From an optimization exercise on the open Yosys and OpenROAD flow, aimed at small area and a short achievable clock period; shortcuts taken in it are not production practice.
RTL that was checked went through simulation tests only; none was proved equivalent to the original.
Power and IR drop assume default switching activity.

== red ==
Design video_gen, start of the top module:
module video_gen (
  input  wire        clk,
  input  wire        reset,
  input  wire        interlaced,
  input  wire [11:0] v_total_0,
  input  wire [11:0] v_fp_0,
  input  wire [11:0] v_bp_0,
  input  wire [11:0] v_sync_0,
  input  wire [11:0] v_total_1,
  input  wire [11:0] v_fp_1,
  input  wire [11:0] v_bp_1,
  input  wire [11:0] v_sync_1,
  input  wire [11:0] h_total,
  input  wire [11:0] h_fp,
  input  wire [11:0] h_bp,
  input  wire [11:0] h_sync,
  input  wire [11:0] hv_offset_0,
  input  wire [11:0] hv_offset_1,
  input  wire [11:0] total_active_pix,
  input  wire [11:0] total_active_lines,
  input  wire [7:0]  pattern,
  input  wire [19:0] ramp_step,
  input  wire [7:0]  r_in,
  input  wire [7:0]  g_in,
  input  wire [7:0]  b_in,
  output wire [12:0] v_count_out,
  output wire [11:0] h_count_out,
  output wire [11:0] x_out,
  output wire [12:0] y_out,
  output wire        field_out,
  output wire        vs_out,
  output wire        hs_out,
  output wire        de_out,
  output wire [7:0]  r_out,
  output wire [7:0]  g_out,
  output wire [7:0]  b_out
);
Settings: LEC_CHECK=0, CAP_MARGIN=20, CORE_AREA=2.3 2.72 157.78 157.76, CTS_BUF_LIST=sky130_fd_sc_hd__clkbuf_4 sky130_fd_sc_hd__clkbuf_8, DIE_AREA=0 0 160 160, SETUP_SLACK_MARGIN=2.7, SLEW_MARGIN=20; clock period 5.0 ns.
standard.sh (not shown) runs the stock make flow with config.mk's settings and CLKGATE_MAP_FILE= SYNTH_SCRIPT=/design/flow/synth_recipe.tcl, a recipe that flattens the netlist after the stock synthesis.
==> flow/flow/run.sh <==
#!/bin/bash
set -euo pipefail
export BUFFER_PORTS_ARGS="-buffer_cell sky130_fd_sc_hd__buf_1"
bash standard.sh > standard_flow.log 2>&1
> inputs changed (red -> blue)
- SETUP_SLACK_MARGIN changed from 2.7 to 2.5
- CTS_BUF_LIST removed (was sky130_fd_sc_hd__clkbuf_4 sky130_fd_sc_hd__clkbuf_8)
Of blue and red, blue shows the lower combinational share of power, with red above it.
blue does worse than red on smallest hold slack.
In the final reports, the cell area of blue is smaller than that of red.
Compared with red, blue shows routed length on met1 that has gone down by a few percent.
In the tables for blue and red, total of cells resized after clock tree synthesis reads higher with red.
Diff red -> blue: first-pass GRT wire length went down by 730 um, sequential share of layout area went up by 0.98 points.
Changes in green relative to blue:
- an added TNS_END_PERCENT of 0
- an added CTS_BUF_LIST of sky130_fd_sc_hd__clkbuf_4 sky130_fd_sc_hd__clkbuf_8
[summary]
Going from blue to green, number of fill cells in the layout grows by 186. Compared with blue, in green arrival time at the worst endpoint now sits higher, final total power now sits lower, sequential standard cell area now sits at about the same level, final setup skew now sits higher, tightest hold margin now sits lower. Relative to blue, count of non-CTS inverters in the layout has gone down in green. blue was routed with more vias than green. On ratio of routed vias to standard cells, blue tracks green almost exactly. Compared green vs blue, and core utilization is down in green. Looking at slowest library cell on the worst path, the fa_2 result is from green; the or4_4 one comes from blue.

* * *

video_gen, a different RTL version from the one above (not shown whole).
Size: ~330 I/O pins, roughly 0.013 mm² of cells after synthesis.
==> flow/config.mk <==
export PLATFORM = sky130hd
export DESIGN_NAME = video_gen
export DESIGN_NICKNAME = video_gen
export VERILOG_FILES = /design/flow/design.v
export SDC_FILE = /design/flow/constraint.sdc
export NUM_CORES = 4
export LEC_CHECK = 0
export CAP_MARGIN = 20
export CORE_AREA = 2.3 2.72 207.7 207.12
export DIE_AREA = 0 0 210 210
export SETUP_SLACK_MARGIN = 2.5
export SLEW_MARGIN = 20
==> flow/constraint.sdc <==
create_clock -name core_clock -period 5.0 [get_ports {clk}]
set_input_delay 1.0000 -clock core_clock [delete_from_list [all_inputs] [get_ports {clk}]]
set_output_delay 1.0000 -clock core_clock [all_outputs]
set_load 0.01 [all_outputs]
Scripts as last shown in full above: flow/flow/run.sh
The baseline passed the timing, DRC and antenna checks.
Edit:
SETUP_SLACK_MARGIN = default   (was 2.5)
Result: Cell count decreases by 3.7%. Maximum frequency decreases by 30%. Hold slack loses 13 ps. Clock-buffer cell count increases by 3. Final area decreases by 12%. Clock skew increases by 3.1 ps.
Edit:
SETUP_SLACK_MARGIN = 2.0   (was default)
Design area grows by 3.2%.
Total power stays flat.
Worst setup slack gets better by 1100 ps.
Register-to-register slack gets better by 1100 ps.
Via count grows by 2.0%.
Non-clock buffer count grows by 27.
No run of this note included a check of the RTL's function; only the layout flow was run.

-- separate check: timing with driven ports --
In the flow no input, the clock included, has a driving cell. The finished layouts below were timed again as built, in two steps. Step 1, drivers: a clkbuf_16 drives clk and a buf_2 each remaining input, both assumed. Step 2, shift: input delay + t, output delay - t, t = (earliest + latest rising clock arrival at the registers) / 2. This alone moves slack from input paths to output paths. a / b / c = ideal ports / drivers / drivers and shift; a / b = the first two.
run | t, ns | setup WS [ns] | worst setup path after step 2 | latest minus earliest clock arrival (ns) | worst slew at a driven data input, ns
red | 0.508 | 2.282 / 2.282 / 1.948 | input to register | 0.023 / 0.023 | 0.09
blue | 0.473 | 2.397 / 2.397 / 1.940 | input to register | 0.013 / 0.014 | 0.08
green | 0.495 | 2.344 / 2.351 / 1.869 | input to register | 0.021 / 0.022 | 0.06
the first run of note 2 | 0.508 | 2.129 / 2.129 / 1.924 | input to register | 0.015 / 0.014 | 0.07
the second run of note 2 | 0.510 | 0.898 / 0.898 / 0.898 | register to register | 0.019 / 0.019 | 0.07
the third run of note 2 | 0.508 | 2.039 / 2.039 / 1.632 | input to register | 0.017 / 0.016 | 0.08
After both steps setup and hold are still met in every run listed. The setup slack of green, which loses most, moves by +0.007 ns with the drivers and by -0.475 ns with both steps.
